From an optimization exercise on the open Yosys and OpenROAD flow, aimed at small area; shortcuts taken in it are not production practice. No functional check of the RTL was part of this run. No activity file was given, so power comes from the tool's default toggle rates.

## design.v

```verilog
module FA(input wire a, b, c, output wire s, co);
    assign s = a ^ b ^ c;
    assign co = (a & b) | (a & c) | (b & c);
endmodule
module HA(input wire a, b, output wire s, co);
    assign s = a ^ b;
    assign co = a & b;
endmodule
module XNOR2(input wire a, b, output wire y);
    assign y = ~(a ^ b);
endmodule
module OR2(input wire a, b, output wire y);
    assign y = a | b;
endmodule
module ADD8 #(parameter CI = 0) (input wire [7:0] x, y, output wire [8:0] s);
    wire [7:1] c;
    generate
        if (CI) begin : g1
            XNOR2 hs (.a(x[0]), .b(y[0]), .y(s[0]));
            OR2   hc (.a(x[0]), .b(y[0]), .y(c[1]));
        end else begin : g0
            HA h (.a(x[0]), .b(y[0]), .s(s[0]), .co(c[1]));
        end
    endgenerate
    genvar i;
    generate
        for (i = 1; i < 7; i = i + 1) begin : f
            FA a (.a(x[i]), .b(y[i]), .c(c[i]), .s(s[i]), .co(c[i+1]));
        end
    endgenerate
    FA a7 (.a(x[7]), .b(y[7]), .c(c[7]), .s(s[7]), .co(s[8]));
endmodule
module ADD3 (input wire [8:0] x, y, z, output wire [10:0] u);
    wire [8:1] s;
    wire [8:0] c;
    wire [9:2] k;
    FA a0 (.a(x[0]), .b(y[0]), .c(z[0]), .s(u[0]), .co(c[0]));
    genvar i;
    generate
        for (i = 1; i < 9; i = i + 1) begin : csa
            FA a (.a(x[i]), .b(y[i]), .c(z[i]), .s(s[i]), .co(c[i]));
        end
    endgenerate
    HA h1 (.a(s[1]), .b(c[0]), .s(u[1]), .co(k[2]));
    generate
        for (i = 2; i < 9; i = i + 1) begin : cpa
            FA a (.a(s[i]), .b(c[i-1]), .c(k[i]), .s(u[i]), .co(k[i+1]));
        end
    endgenerate
    HA h9 (.a(c[8]), .b(k[9]), .s(u[9]), .co(u[10]));
endmodule
module MAJ(input wire a, b, c, output wire y);
    assign y = (a & b) | (a & c) | (b & c);
endmodule
module AND2(input wire a, b, output wire y);
    assign y = a & b;
endmodule
module FIN (input wire [10:0] pn, qn, output wire [6:0] m, output wire sat);
    wire [6:0] up = pn[6:0], uq = qn[6:0];
    wire np = pn[8], nq = qn[8];
    wire [7:1] c, d;
    assign c[1] = uq[0] | ~up[0];
    assign d[1] = uq[0] | up[0];
    wire [6:1] ap1, aq1;
    assign ap1[1] = up[0];
    assign aq1[1] = uq[0];
    genvar i;
    generate for (i = 1; i < 7; i = i + 1) begin : ch
        MAJ mc (.a(uq[i]), .b(~up[i]), .c(c[i]), .y(c[i+1]));
        MAJ md (.a(uq[i]), .b(up[i]), .c(d[i]), .y(d[i+1]));
    end endgenerate
    generate for (i = 1; i < 6; i = i + 1) begin : ac
        AND2 ap (.a(ap1[i]), .b(up[i]), .y(ap1[i+1]));
        AND2 aq (.a(aq1[i]), .b(uq[i]), .y(aq1[i+1]));
    end endgenerate
    wire [6:0] mp, mq;
    assign mp[0] = ~up[0];
    assign mq[0] = ~uq[0];
    generate for (i = 1; i < 7; i = i + 1) begin : mb
        assign mp[i] = ~(up[i] ^ (np & ~ap1[i]));
        assign mq[i] = ~(uq[i] ^ (nq & ~aq1[i]));
    end endgenerate
    wire selp = np ^ ((np ^ nq) ? ~d[7] : c[7]);
    assign m = selp ? mp : mq;
    wire lop = &up;
    wire loq = &uq;
    wire satp = (~pn[10] & (~pn[9] | (~pn[8] & ~pn[7]))) | pn[10] | (pn[9] & pn[8] & (pn[7] | lop));
    wire satq = (~qn[10] & (~qn[9] | (~qn[8] & ~qn[7]))) | qn[10] | (qn[9] & qn[8] & (qn[7] | loq));
    assign sat = satp | satq;
endmodule
module MUXI1(input wire s, a, b, output wire y);
    assign y = ~(s ? b : a);
endmodule
module MUX1(input wire s, a, b, output wire y);
    assign y = s ? b : a;
endmodule
module O22AI(input wire a1, a2, b1, b2, output wire y);
    assign y = ~((a1 | a2) & (b1 | b2));
endmodule
module A222OI(input wire a1, a2, b1, b2, c1, c2, output wire y);
    assign y = ~((a1 & a2) | (b1 & b2) | (c1 & c2));
endmodule
module NAND3B(input wire an, b, c, output wire y);
    assign y = ~(~an & b & c);
endmodule
module OMUX1(input wire an, bn, c, d, r, nsa, nsb, sc, sd, sr, ns, output wire y);
    wire y1, y2;
    O22AI  g1 (.a1(an), .a2(nsa), .b1(bn), .b2(nsb), .y(y1));
    A222OI g2 (.a1(c), .a2(sc), .b1(d), .b2(sd), .c1(r), .c2(sr), .y(y2));
    NAND3B g3 (.an(y1), .b(y2), .c(ns), .y(y));
endmodule
module MUXI8(input wire [2:0] addr, input wire [7:0] x0, x1, output wire [7:0] y);
    wire h = addr[2] & (addr[0] | ~addr[1]);
    genvar i;
    generate for (i = 0; i < 8; i = i + 1) begin : g
        MUXI1 m (.s(h), .a(x0[i]), .b(x1[i]), .y(y[i]));
    end endgenerate
endmodule
module MUX8(input wire [2:0] addr, input wire [7:0] x0, x1, output wire [7:0] y);
    wire h = addr[2] & (addr[0] | ~addr[1]);
    genvar i;
    generate for (i = 0; i < 8; i = i + 1) begin : g
        MUX1 m (.s(h), .a(x0[i]), .b(x1[i]), .y(y[i]));
    end endgenerate
endmodule
module MUXI32(input wire [2:0] addr, input wire [31:0] x0, x1, output wire [31:0] y);
    genvar i;
    generate for (i = 0; i < 4; i = i + 1) begin : g
        MUXI8 m (.addr(addr), .x0(x0[8*i+7:8*i]), .x1(x1[8*i+7:8*i]), .y(y[8*i+7:8*i]));
    end endgenerate
endmodule
module MUX32(input wire [2:0] addr, input wire [31:0] x0, x1, output wire [31:0] y);
    genvar i;
    generate for (i = 0; i < 4; i = i + 1) begin : g
        MUX8 m (.addr(addr), .x0(x0[8*i+7:8*i]), .x1(x1[8*i+7:8*i]), .y(y[8*i+7:8*i]));
    end endgenerate
endmodule
module OMUX8(input wire [2:0] addr, input wire [7:0] an, bn, c, d, input wire [6:0] r,
             input wire sat, output wire [7:0] y);
    wire nsa = addr[2] | addr[1] | addr[0];
    wire nsb = addr[2] | addr[1] | ~addr[0];
    wire sr = addr[2] & addr[1];
    wire sc = (addr[2] ^ addr[1]) & ~addr[0];
    wire sd = (addr[2] ^ addr[1]) & addr[0];
    wire ns = ~(sat & sr);
    wire [7:0] rr = {r, 1'b0};
    genvar i;
    generate for (i = 0; i < 8; i = i + 1) begin : g
        OMUX1 m (.an(an[i]), .bn(bn[i]), .c(c[i]), .d(d[i]), .r(rr[i]),
                 .nsa(nsa), .nsb(nsb), .sc(sc), .sd(sd), .sr(sr), .ns(ns), .y(y[i]));
    end endgenerate
endmodule
module WEDEC(input wire cs, write, input wire [2:0] addr, output wire [5:0] we);
    wire w = cs & write;
    assign we[0] = w & (addr == 3'd0);
    assign we[1] = w & (addr == 3'd1);
    assign we[2] = w & (addr == 3'd2);
    assign we[3] = w & (addr == 3'd3);
    assign we[4] = w & (addr == 3'd4);
    assign we[5] = w & (addr == 3'd5);
endmodule
module SOBEL (input wire [31:0] t, m, b, output wire [6:0] m0, m1, output wire sat0, sat1);
    wire [7:0] t0 = t[31:24];
    wire [7:0] t1 = t[23:16];
    wire [7:0] t2 = t[15:8];
    wire [7:0] t3 = t[7:0];
    wire [7:0] b0 = b[31:24];
    wire [7:0] b1 = b[23:16];
    wire [7:0] b2 = b[15:8];
    wire [7:0] b3 = b[7:0];
    wire [7:0] mh2 = m[15:8], mh3 = m[7:0];
    wire [7:0] ml0 = ~m[31:24], ml1 = ~m[23:16];
    wire [8:0] dd0, ad0;
    ADD8 #(.CI(1)) udd0 (.x(t1), .y(b0), .s(dd0));
    ADD8 #(.CI(0)) uad0 (.x(t0), .y(b1), .s(ad0));
    wire [8:0] dd1, ad1;
    ADD8 #(.CI(1)) udd1 (.x(t2), .y(b1), .s(dd1));
    ADD8 #(.CI(1)) uad1 (.x(t1), .y(b2), .s(ad1));
    wire [8:0] dd2, ad2;
    ADD8 #(.CI(1)) udd2 (.x(t3), .y(b2), .s(dd2));
    ADD8 #(.CI(0)) uad2 (.x(t2), .y(b3), .s(ad2));
    wire [8:0] e0;
    ADD8 #(.CI(0)) ue0 (.x(mh2), .y(ml0), .s(e0));
    wire [8:0] e1;
    ADD8 #(.CI(0)) ue1 (.x(mh3), .y(ml1), .s(e1));
    wire [10:0] up0, uq0;
    ADD3 usp0 (.x(dd0), .y(dd1), .z(e0), .u(up0));
    ADD3 usq0 (.x(ad0), .y(ad1), .z(~e0), .u(uq0));
    FIN uf0 (.pn(up0), .qn(uq0), .m(m0), .sat(sat0));
    wire [10:0] up1, uq1;
    ADD3 usp1 (.x(dd1), .y(dd2), .z(e1), .u(up1));
    ADD3 usq1 (.x(ad1), .y(ad2), .z(~e1), .u(uq1));
    FIN uf1 (.pn(up1), .qn(uq1), .m(m1), .sat(sat1));
endmodule
module SOBELX (input wire [31:0] t, m, b, output wire [6:0] m0, m1, output wire sat0, sat1);
    wire [7:0] t0 = t[31:24];
    wire [7:0] t1 = t[23:16];
    wire [7:0] t2 = t[15:8];
    wire [7:0] t3 = t[7:0];
    wire [7:0] b0 = b[31:24];
    wire [7:0] b1 = b[23:16];
    wire [7:0] b2 = b[15:8];
    wire [7:0] b3 = b[7:0];
    wire [7:0] mh2 = ~m[15:8], mh3 = ~m[7:0];
    wire [7:0] ml0 = m[31:24], ml1 = m[23:16];
    wire [8:0] dd0, ad0;
    ADD8 #(.CI(1)) udd0 (.x(t1), .y(b0), .s(dd0));
    ADD8 #(.CI(0)) uad0 (.x(t0), .y(b1), .s(ad0));
    wire [8:0] dd1, ad1;
    ADD8 #(.CI(1)) udd1 (.x(t2), .y(b1), .s(dd1));
    ADD8 #(.CI(1)) uad1 (.x(t1), .y(b2), .s(ad1));
    wire [8:0] dd2, ad2;
    ADD8 #(.CI(1)) udd2 (.x(t3), .y(b2), .s(dd2));
    ADD8 #(.CI(0)) uad2 (.x(t2), .y(b3), .s(ad2));
    wire [8:0] e0;
    ADD8 #(.CI(0)) ue0 (.x(mh2), .y(ml0), .s(e0));
    wire [8:0] e1;
    ADD8 #(.CI(0)) ue1 (.x(mh3), .y(ml1), .s(e1));
    wire [10:0] up0, uq0;
    ADD3 usp0 (.x(dd0), .y(dd1), .z(e0), .u(up0));
    ADD3 usq0 (.x(ad0), .y(ad1), .z(~e0), .u(uq0));
    FIN uf0 (.pn(up0), .qn(uq0), .m(m0), .sat(sat0));
    wire [10:0] up1, uq1;
    ADD3 usp1 (.x(dd1), .y(dd2), .z(e1), .u(up1));
    ADD3 usq1 (.x(ad1), .y(ad2), .z(~e1), .u(uq1));
    FIN uf1 (.pn(up1), .qn(uq1), .m(m1), .sat(sat1));
endmodule
module sobel_accel(
        input   wire    [ 2:0]   addr,
        output  reg     [31:0]   rdata,
        input   wire    [31:0]   wdata,
        input   wire             cs,
        input   wire             read,
        input   wire             write,
        input   wire             clk,
        input   wire             rst
);
    reg [31:0] data0, data1, data2, data3, data4, data5;
    wire [5:0] we0, we1, we2, we3;
    WEDEC wd0 (.cs(cs), .write(write), .addr(addr), .we(we0));
    WEDEC wd1 (.cs(cs), .write(write), .addr(addr), .we(we1));
    WEDEC wd2 (.cs(cs), .write(write), .addr(addr), .we(we2));
    WEDEC wd3 (.cs(cs), .write(write), .addr(addr), .we(we3));
    always @(posedge clk) if (we0[0]) data0[7:0] <= wdata[7:0];
    always @(posedge clk) if (we1[0]) data0[15:8] <= wdata[15:8];
    always @(posedge clk) if (we2[0]) data0[23:16] <= wdata[23:16];
    always @(posedge clk) if (we3[0]) data0[31:24] <= wdata[31:24];
    always @(posedge clk) if (we0[1]) data1[7:0] <= wdata[7:0];
    always @(posedge clk) if (we1[1]) data1[15:8] <= wdata[15:8];
    always @(posedge clk) if (we2[1]) data1[23:16] <= wdata[23:16];
    always @(posedge clk) if (we3[1]) data1[31:24] <= wdata[31:24];
    always @(posedge clk) if (we0[2]) data2[7:0] <= wdata[7:0];
    always @(posedge clk) if (we1[2]) data2[15:8] <= wdata[15:8];
    always @(posedge clk) if (we2[2]) data2[23:16] <= wdata[23:16];
    always @(posedge clk) if (we3[2]) data2[31:24] <= wdata[31:24];
    always @(posedge clk) if (we0[3]) data3[7:0] <= wdata[7:0];
    always @(posedge clk) if (we1[3]) data3[15:8] <= wdata[15:8];
    always @(posedge clk) if (we2[3]) data3[23:16] <= wdata[23:16];
    always @(posedge clk) if (we3[3]) data3[31:24] <= wdata[31:24];
    always @(posedge clk) if (we0[4]) data4[7:0] <= wdata[7:0];
    always @(posedge clk) if (we1[4]) data4[15:8] <= wdata[15:8];
    always @(posedge clk) if (we2[4]) data4[23:16] <= wdata[23:16];
    always @(posedge clk) if (we3[4]) data4[31:24] <= wdata[31:24];
    always @(posedge clk) if (we0[5]) data5[7:0] <= wdata[7:0];
    always @(posedge clk) if (we1[5]) data5[15:8] <= wdata[15:8];
    always @(posedge clk) if (we2[5]) data5[23:16] <= wdata[23:16];
    always @(posedge clk) if (we3[5]) data5[31:24] <= wdata[31:24];
    wire [31:0] ra_n, rb_n, rc_, rd_;
    MUXI32 ma (.addr(addr), .x0(data0), .x1(data2), .y(ra_n));
    MUXI32 mb (.addr(addr), .x0(data1), .x1(data3), .y(rb_n));
    MUX32  mc (.addr(addr), .x0(data2), .x1(data4), .y(rc_));
    MUX32  md (.addr(addr), .x0(data3), .x1(data5), .y(rd_));
    wire [6:0] m00, m01, m10, m11;
    wire t00, t01, t10, t11;                     
    SOBEL  U0 (.t(ra_n), .m(rb_n), .b(rc_), .m0(m00), .m1(m01), .sat0(t00), .sat1(t01));
    SOBELX U1 (.t(rb_n), .m(rc_),  .b(rd_), .m0(m10), .m1(m11), .sat0(t10), .sat1(t11));
    wire [31:0] rd_next;
    OMUX8 mo3 (.addr(addr), .an(ra_n[31:24]), .bn(rb_n[31:24]), .c(rc_[31:24]), .d(rd_[31:24]),
               .r(m00), .sat(t00), .y(rd_next[31:24]));
    OMUX8 mo2 (.addr(addr), .an(ra_n[23:16]), .bn(rb_n[23:16]), .c(rc_[23:16]), .d(rd_[23:16]),
               .r(m01), .sat(t01), .y(rd_next[23:16]));
    OMUX8 mo1 (.addr(addr), .an(ra_n[15:8]), .bn(rb_n[15:8]), .c(rc_[15:8]), .d(rd_[15:8]),
               .r(m10), .sat(t10), .y(rd_next[15:8]));
    OMUX8 mo0 (.addr(addr), .an(ra_n[7:0]), .bn(rb_n[7:0]), .c(rc_[7:0]), .d(rd_[7:0]),
               .r(m11), .sat(t11), .y(rd_next[7:0]));
    always @(posedge clk) rdata <= rd_next;
endmodule
```

## flow/run.sh

```bash
#!/bin/bash
# Layout flow: the standard flow (standard.sh), with the standard
# synthesis unchanged and two changes after it:
#  - before floorplanning, every combinational cell that synthesis gave a
#    drive strength above 1 starts at its smallest size (downsize.tcl); the
#    resizer's later timing and design repairs size up again where needed;
#    the buffers synthesis inserted are removed (REMOVE_ABC_BUFFERS);
#  - the port buffers are buf_1 cells.
# Each tool's output goes to a log file of its own in this folder.
set -euo pipefail
here=$(pwd)
bash standard.sh synth > synth.log 2>&1
bash standard.sh PRE_FLOORPLAN_TCL="$here/flow/downsize.tcl" REMOVE_ABC_BUFFERS=1 \
    "BUFFER_PORTS_ARGS=-buffer_cell sky130_fd_sc_hd__buf_1" finish > layout.log 2>&1
```

## flow/downsize.tcl

```tcl
# Sourced by ORFS's floorplan.tcl (PRE_FLOORPLAN_TCL) right after the
# synthesised netlist is loaded: swap each combinational cell above drive
# strength 1 for the same function at the smallest drive strength.
set db [ord::get_db]
set block [ord::get_db_block]
set n 0
foreach inst [$block getInsts] {
  set name [[$inst getMaster] getName]
  if {![regexp {^(sky130_fd_sc_hd__[a-z0-9]+)_([0-9]+)$} $name -> base drive]} { continue }
  if {$drive <= 1} { continue }
  if {[regexp {__(df|edf|sdf|dl|sedf|ha|fa)} $base]} { continue }
  foreach d {1 0} {
    set m [$db findMaster ${base}_$d]
    if {$m ne "NULL" && $m ne ""} {
      $inst swapMaster $m
      incr n
      break
    }
  }
}
puts "downsize.tcl: $n cells set to their smallest drive strength"
```

## standard.sh

```bash
#!/bin/bash
# synth_recipe.tcl (not shown) runs the flow's synth.tcl, then flattens the netlist and writes it again
# the make line also repeats each setting of config.mk as NAME=value (left out here)
make -C /OpenROAD-flow-scripts/flow DESIGN_CONFIG=/design/flow/config.mk WORK_HOME=/design/flow/orfs CLKGATE_MAP_FILE= SYNTH_SCRIPT=/design/flow/synth_recipe.tcl "${@:-finish}"
```

## config.mk

```make
export PLATFORM = sky130hd
export DESIGN_NAME = sobel_accel
export DESIGN_NICKNAME = sobel_accel
export VERILOG_FILES = /design/flow/design.v
export SDC_FILE = /design/flow/constraint.sdc
export NUM_CORES = 4
export LEC_CHECK = 0
export CAP_MARGIN = 20
export CORE_MARGIN = 2
export CORE_UTILIZATION = 60
export CTS_CLUSTER_DIAMETER = 100
export CTS_CLUSTER_SIZE = 30
export GPL_TIMING_DRIVEN = 0
export SLEW_MARGIN = 20
export SYNTH_HIERARCHICAL = 1
```

## constraint.sdc

```tcl
create_clock -name core_clock -period 9.0 [get_ports {clk}]
set_input_delay 1.8000 -clock core_clock [delete_from_list [all_inputs] [get_ports {clk}]]
set_output_delay 1.8000 -clock core_clock [all_outputs]
set_load 0.01 [all_outputs]
```

==> impl.org <==
** Synth
- The Yosys step of the flow raised 7 warnings.
- Cell count after synthesis :: 1216

** GRT
- Entering global routing, the biggest net connects 35 pins.
- The number of antenna violations at the first check in global routing came to 0.
- For this run, the total global-route usage over all layers was measured as 32.2%.
- The first global-routing pass estimated 67300 um of wire.
- Sum of overflow across all layers after global routing :: 0
- Vias in the first global route :: 10900

** Detailed routing
- Post-route DRC violation count :: 0
- Wire per inst :: 26.9 um
- Wire segments on met3 add up to 4770 um in the final route.
- Total routed wire length on the met1 layer :: 19100 um
- The routed layout has 10700 vias.
- Post-Route WL :: 46700 um
- Antenna-violating nets left :: 0
- Uppermost layer routed :: met4
- In the detailed route, the total length drawn on met2 is 21600 um.
- Vias per std cell :: 6.15
- Detailed Route Iter0 Violations :: 1358
- Length of the first detailed-routing pass in iterations :: 9

** Critical path
- Along the worst path, the maximum fanout reaches 10.
- Stage delay of the slowest cell on the critical path :: 690 ps
- Broken down by cell family, the worst path's largest delay share belongs to adder cells.
- Cell Chain, Critical Path :: clkbuf_4, buf_12, a21boi_4, mux2_1, or2_1, fa_1, fa_1, fa_1, fa_1, fa_1, fa_1, fa_1, fa_1, fa_1, fa_2, mux2_1, mux2i_4, buf_4, mux2i_1, a222oi_1, nand3b_1
- The number of buffers and inverters on the critical path is 3.
- Critical Path Slowest Stage Cell :: fa_2
- STA classifies the critical path endpoint as a flop.
- Setup crit start kind :: primary input
- STA puts the critical path data arrival time at 9230 ps.
- The worst setup path is of the primary input to flop kind.
- Data on the critical path is required at its endpoint by 9350 ps.
- Cell repeated most along the worst path :: fa_1

** Timing
- Dividing the final minimum period by the clock period gives 98.7%.
- Clock skew on the completed layout was measured at 15.3 ps.
- At the pin with the least slew margin, the transition time is 1130 ps.
- The worst path needs 8880 ps of the cycle, external delays included.
- Measured against its own limit, the worst slew margin works out to 22.3%.
- On the final layout, the worst hold slack is 716 ps.
- Number of failing hold endpoints at the final stage :: 0
- Final-report setup violation count :: 0
- Unrepaired setup endpoints after global routing :: true
- Final count of pins violating max slew :: 0
- Fmax :: 113 MHz

** Power
- LEAKAGE :: 7.11 nW
- Worst IR Drop VDD :: 0.000440 V
- Power per unit of standard cell area :: 420 mW/mm^2

** CTS
- Clock transition at path regs :: 100 ps
- Buffers inserted to repair hold after CTS numbered 0.
- Buffers inserted during clock tree synthesis total 11.
- TritonCTS built the clock tree.
- CTS built an H-tree with a depth of 1.
- In this run the deepest clock path goes through 3 buffers.
- TritonCTS sink count :: 224
- The root buffer cell chosen for the clock tree is clkbuf_16.
- The clock reaches the later pin of the worst-skew pair after 480 ps.

** Final layout
- The post-route netlist has 12.3% of its cells at a drive strength greater than 1.
- Most common cell after layout, fill and taps aside :: fa_1
- Utilization after layout :: 69.2%
- Post-layout instance area :: 0.0192 mm^2
- Filler cell count in the final layout :: 2020
- Top library cells by usage in the layout, fill and taps aside :: fa_1 (231), edfxtp_1 (192), inv_1 (124)
- The net count of the finished layout is 1670.
- The repair_antennas step left the layout with diodes totalling 0.

** Place
- Once placement finished, the instance area stood at 0.0180 mm^2.
- Number of port buffers :: 69
- Routability-driven placement finished with a final weighted congestion of 1.01.
- HPWL after detailed placement :: 37500 um

** Run status
- Result of the run :: timing/DRC/antenna clean

** Floorplan
- Core ar. :: 0.0278 mm^2
- Die Span Y :: 172 um
- The initial utilization of the core area, before any placement, comes to 61.1%.
- During I/O placement, the number of pins put on the boundary was 72.
- Die X-Extent :: 172 um
- The die covers 0.0296 mm^2.
- The initialized floorplan defines 61 standard-cell rows.

** Hold path
- Classification of the worst-slack hold path :: flop to flop

** Flow run
- Max-cap violations in this run came to 0.
## report_power, final
part / switching (mW) / leakage (nW) / internal (mW)
clock: 0.305 / 0.147 / 0.228
combinational: 3.31 / 4.96 / 3.00
sequential: 0.0242 / 2.00 / 1.22
total: 3.64 / 7.11 / 4.44
## flip-flops by register name, summed over array words and instances, names as in the netlist
| signal | cells |
|---|---|
| data2 | 32 |
| data3 | 32 |
| data5 | 32 |
| rdata | 32 |
| data4 | 32 |
| data0 | 32 |
| data1 | 32 |
## per-layer routing
layer,vias up,global-route usage (%)
li1,4601,-
met4,0,7.16
met1,5508,46.6
met5,-,0
met3,78,7.60
met2,505,50.3
## worst paths after layout
kind         startpoint        end  slack, ps  depth (start not counted)
max             addr[1]  rdata[13]        120                         21
min            data5[4]   rdata[4]        720                          3
max reg2reg   data2[16]  rdata[29]       1700                         18
min reg2reg    data5[4]   rdata[4]        720                          3
## stage by stage
| stage | TNS [ps] | setup WS [ps] | power (mW) | instances |
|---|---|---|---|---|
| global placement | -97410 | -3530 | 6.42 | 1655 |
| global route | -63.4 | -35.6 | 8.56 | 1738 |
| detailed placement | -60230 | -2400 | 6.46 | 1672 |
| finish | 0 | 120 | 8.08 | 1738 |
| floorplan | -403 | -57.5 | 5.04 | 1208 |
| CTS | 0 | 1.83 | 7.61 | 1706 |
## final cells by class
class / instances / area (um^2) / share of cell area, %
clock buffers: 12 / 279 / 1.45
clock inverters: 3 / 21.3 / 0.111
inverters: 124 / 465 / 2.42
multi-input cells: 860 / 10600 / 55.3
flip-flops and latches: 224 / 6410 / 33.3
well taps: 378 / 473 / 2.46
repair buffers: 137 / 947 / 4.92
## worst min-delay path, stage by stage (launching register included)
cell	delay, ps
edfxtp_1	330
mux2_1	170
a222oi_1	90
nand3b_1	90
## timing repair
| item | CTS | global route |
|---|---|---|
| pin swaps | 6 | 13 |
| endpoints found under the setup margin | 32 | 32 |
| cloned | 1 | 3 |
| hold endpoints to repair | 0 | 0 |
| setup buffers | 18 | 29 |
| resized for setup | 61 | 32 |

==> static timing again, ports no longer ideal <==
How much do the figures lean on ideal ports? The routed layout below was timed once more, with nothing changed but the port constraints. Step 1, drivers: a clkbuf_16 drives clk and a buf_2 each remaining input, both assumed. Step 2 also shifts input and output timing later by t, the mid clock arrival at the registers, as if the neighbouring blocks saw the same clock. Three values: ideal ports, drivers, drivers and shift; two values: the first two.
shift t [ns]: 0.526
setup WS [ns]: 0.120 / 0.131 / -0.395
worst setup path after step 2: input to register
worst register clock-pin slew, ns: 0.11 / 0.11
With both steps, setup timing fails in this run, where it was met with ideal ports. The setup slack of this run moves by +0.011 ns with the drivers and by -0.515 ns with both steps.
